From an optimization exercise on the open Yosys and OpenROAD flow, aimed at small area; shortcuts taken in it are not production practice. In this exercise RTL edits were held to simulation tests only and were not proved equivalent to the original. The flow treats the clock pin as an ideal source. Dropping or thinning the clock tree relies on that and would not hold on a real chip. Power and IR drop assume default switching activity.

## rev 12
## apb_i2c_slave
module apb_i2c_slave #(
  parameter int APB_ADDR_WIDTH = 8
) (
  input  logic                      pclk,
  input  logic                      presetn,
  input  logic [APB_ADDR_WIDTH-1:0] paddr,
  input  logic                      psel,
  input  logic                      penable,
  input  logic                      pwrite,
  input  logic [31:0]               pwdata,
  output logic [31:0]               prdata,
  output logic                      pready,
  output logic                      pslverr,
  input  logic                      scl_i,
  input  logic                      sda_i,
  output logic                      sda_o,
  output logic                      sda_oe,
  output logic                      irq
);
Settings: LEC_CHECK=0, ABC_AREA=1, CAP_MARGIN=20, CORE_MARGIN=2, CORE_UTILIZATION=40, PLACE_DENSITY=0.85, SLEW_MARGIN=20; clock period 10.0 ns.
standard.sh (not shown) runs the stock make flow with config.mk's settings and CLKGATE_MAP_FILE= SYNTH_SCRIPT=/design/flow/synth_recipe.tcl, a recipe that flattens the netlist after the stock synthesis.
==> flow/flow/run.sh <==
#!/bin/bash
# Standard ORFS layout with the smallest buffer on each port and a small
# hand-built clock tree (flow/cts_hook.tcl) in place of TritonCTS. After
# floorplanning, flow/post_fp.tcl re-maps the logic for area and shares the
# tie cells.
set -euo pipefail
HERE=$(cd "$(dirname "$0")" && pwd)
export BUFFER_PORTS_ARGS="-buffer_cell sky130_fd_sc_hd__buf_1"
export SKIP_REPAIR_TIE_FANOUT=1
export POST_FLOORPLAN_TCL="$HERE/post_fp.tcl"
export PRE_CTS_TCL="$HERE/cts_hook.tcl"
export MANUAL_CTS_CLUSTERS=4
export MANUAL_CTS_BUF=sky130_fd_sc_hd__clkbuf_8
export MANUAL_CTS_ROOT=
# each leaf buffer is then sized up from clkbuf_4 until its estimated
# register clock slew is at most MANUAL_CTS_SLEW ns
export MANUAL_CTS_SIZES="sky130_fd_sc_hd__clkbuf_4 sky130_fd_sc_hd__clkbuf_8 sky130_fd_sc_hd__clkbuf_16"
export MANUAL_CTS_SLEW=0.120
# registers are split into clusters of near-equal size (at most 2 over even)
export MANUAL_CTS_CAP=2
bash standard.sh > flow_make.log 2>&1
Other scripts of this flow, unchanged in this note and not shown: flow/flow/cts_hook.tcl, flow/flow/manual_cts.tcl, flow/flow/post_fp.tcl
What rev 13 does differently from rev 12 at the input level:
--- a/flow/design.v
+++ b/flow/design.v
@@ -31,21 +31,22 @@
   localparam logic [7:0] REG_RXDATA     = 8'h0C;
   localparam logic [7:0] REG_TXDATA     = 8'h10;
   localparam logic [7:0] REG_IRQ_STATUS = 8'h14;
   localparam logic [7:0] REG_IRQ_ENABLE = 8'h18;
   logic ctrl_enable, ctrl_auto_ack, ctrl_nack_ovr, ctrl_gc_en;
   logic status_busy;
   logic status_address_hit;
   logic status_start_seen;    
   logic status_stop_seen;
   logic status_rx_valid;
-  logic status_tx_ready;
+  logic status_tx_busy;      
+  wire  status_tx_ready = ~status_tx_busy;
   logic tx_valid;             
   logic status_nack_sent;
   logic status_last_rw;
   logic [6:0] addr_x;        
   wire  [6:0] addr_reg = addr_x ^ 7'h42;
   logic [7:0] rxdata_reg;
   logic [7:0] txdata_n;      
   wire  [7:0] txdata_reg = ~txdata_n;
   logic irq_status_stop;
   logic irq_status_rx;
@@ -177,43 +178,43 @@
     end
   end
   always_ff @(posedge pclk or negedge presetn) begin
     if (!presetn) begin
       state             <= SLV_IDLE;
       status_busy       <= 1'b0;
       status_address_hit<= 1'b0;
       status_start_seen <= 1'b0;
       status_stop_seen  <= 1'b0;
       status_rx_valid   <= 1'b0;
-      status_tx_ready   <= 1'b1;
+      status_tx_busy   <= 1'b0;
       status_nack_sent  <= 1'b0;
       status_last_rw    <= 1'b0;
       rxdata_reg        <= 8'h00;
       irq_status_stop   <= 1'b0;
       irq_status_rx     <= 1'b0;
       irq_status_tx     <= 1'b0;
     end else begin
       if (!ctrl_enable) begin
         status_busy       <= 1'b0;
         status_address_hit<= 1'b0;
         status_start_seen <= 1'b0;
         status_stop_seen  <= 1'b0;
         status_rx_valid   <= 1'b0;
-        status_tx_ready   <= 1'b1;
+        status_tx_busy   <= 1'b0;
         status_nack_sent  <= 1'b0;
         status_last_rw    <= 1'b0;
         irq_status_stop   <= 1'b0;
         irq_status_rx     <= 1'b0;
         irq_status_tx     <= 1'b0;
       end
       if (ctrl_enable && wr_tx)
-        status_tx_ready <= 1'b0;
+        status_tx_busy <= 1'b1;
       if (wr_irqs) begin
         if (pwdata[0]) status_start_seen <= 1'b0;
         if (pwdata[1]) begin
           irq_status_stop  <= 1'b0;
           status_stop_seen <= 1'b0;
         end
         if (pwdata[2]) begin
           irq_status_rx   <= 1'b0;
           status_rx_valid <= 1'b0;
         end
@@ -250,21 +251,21 @@
             state              <= SLV_ACK_ADDR;
             if (!match_now)
               status_nack_sent <= 1'b1;
           end
         end
         SLV_ACK_ADDR: begin
           if (scl_falling && ack_after_high) begin
             if (addr_match && ctrl_enable) begin
               if (rw_flag) begin
                 state           <= SLV_TX;
-                status_tx_ready <= ~tx_valid;
+                status_tx_busy <= tx_valid;
               end else begin
                 state <= SLV_RX;
               end
             end else begin
               state <= SLV_IDLE;
             end
           end
         end
         SLV_RX: begin
           if (scl_rising && bit_cnt == 3'd0) begin
@@ -286,21 +287,21 @@
           end
         end
         SLV_TX: begin
           if (scl_rising && bit_cnt == 3'd0)
             state <= SLV_ACK_TX;
         end
         SLV_ACK_TX: begin
           if (scl_rising)
             status_nack_sent <= sda_sync;
           if (scl_falling && ack_after_high) begin
-            status_tx_ready <= 1'b1;
+            status_tx_busy <= 1'b0;
             if (sda_sync == 1'b1) begin
               state <= SLV_IDLE;
             end else begin
               irq_status_tx <= 1'b1;
               state         <= SLV_TX;
             end
           end
         end
         default: ;
       endcase
- Between rev 13 and rev 12, it is rev 13 whose die area is lower, by 130 um2.
- Worst setup slack, rev 13 and rev 12: larger value in rev 13
- Between rev 13 and rev 12, the difference in post-route setup TNS is negligible.
- Total power per unit cell area, rev 13 and rev 12, lower one = rev 12.
- Against rev 12, rev 13 comes in 0.23 points higher on fraction of met1 tracks used by global routing.
- Share of the synthesized area in compound gates (AO/OA/AOI/OAI) in rev 13 is 1.6 points below rev 12.
- On sum of buffers and inverters on the critical path: rev 13 sits below rev 12.
- Relative contribution of the clock network to total power: higher on rev 13
- Each of the runs, namely rev 13 and rev 12, reached the end of the flow and came out clean.
No run of this note takes its clock network from TritonCTS; it comes from the design's own scripts or RTL.

separate check: timing with driven ports:
Ports are ideal in the flow. The routed layouts listed here were re-timed in OpenROAD.
Step 1, drivers: a clkbuf_16 drives pclk and a buf_2 each remaining input, both assumed.
Step 2 times the ports against the registers' clock, not the clock port: input delays grow and output delays shrink by t, the midpoint of the rising clock arrivals with the driver on.
Slacks: ideal / step 1 / step 2; pairs: ideal / step 1.
run | shift t [ns] | setup WS [ns] | worst hold slack (ns) | worst slew at a driven data input, ns | pins driven straight from the clock port
rev 12 | 0.230 | 4.117 / 4.096 / 4.096 | 0.471 / 0.471 / 0.471 | 0.03 | 4
rev 13 | 0.231 | 4.191 / 4.168 / 4.168 | 0.444 / 0.444 / 0.444 | 0.04 | 4
After both steps setup and hold are still met in every run listed. For rev 13, which loses most, drivers alone change the setup slack by -0.023 ns; drivers and shift together by -0.023 ns.
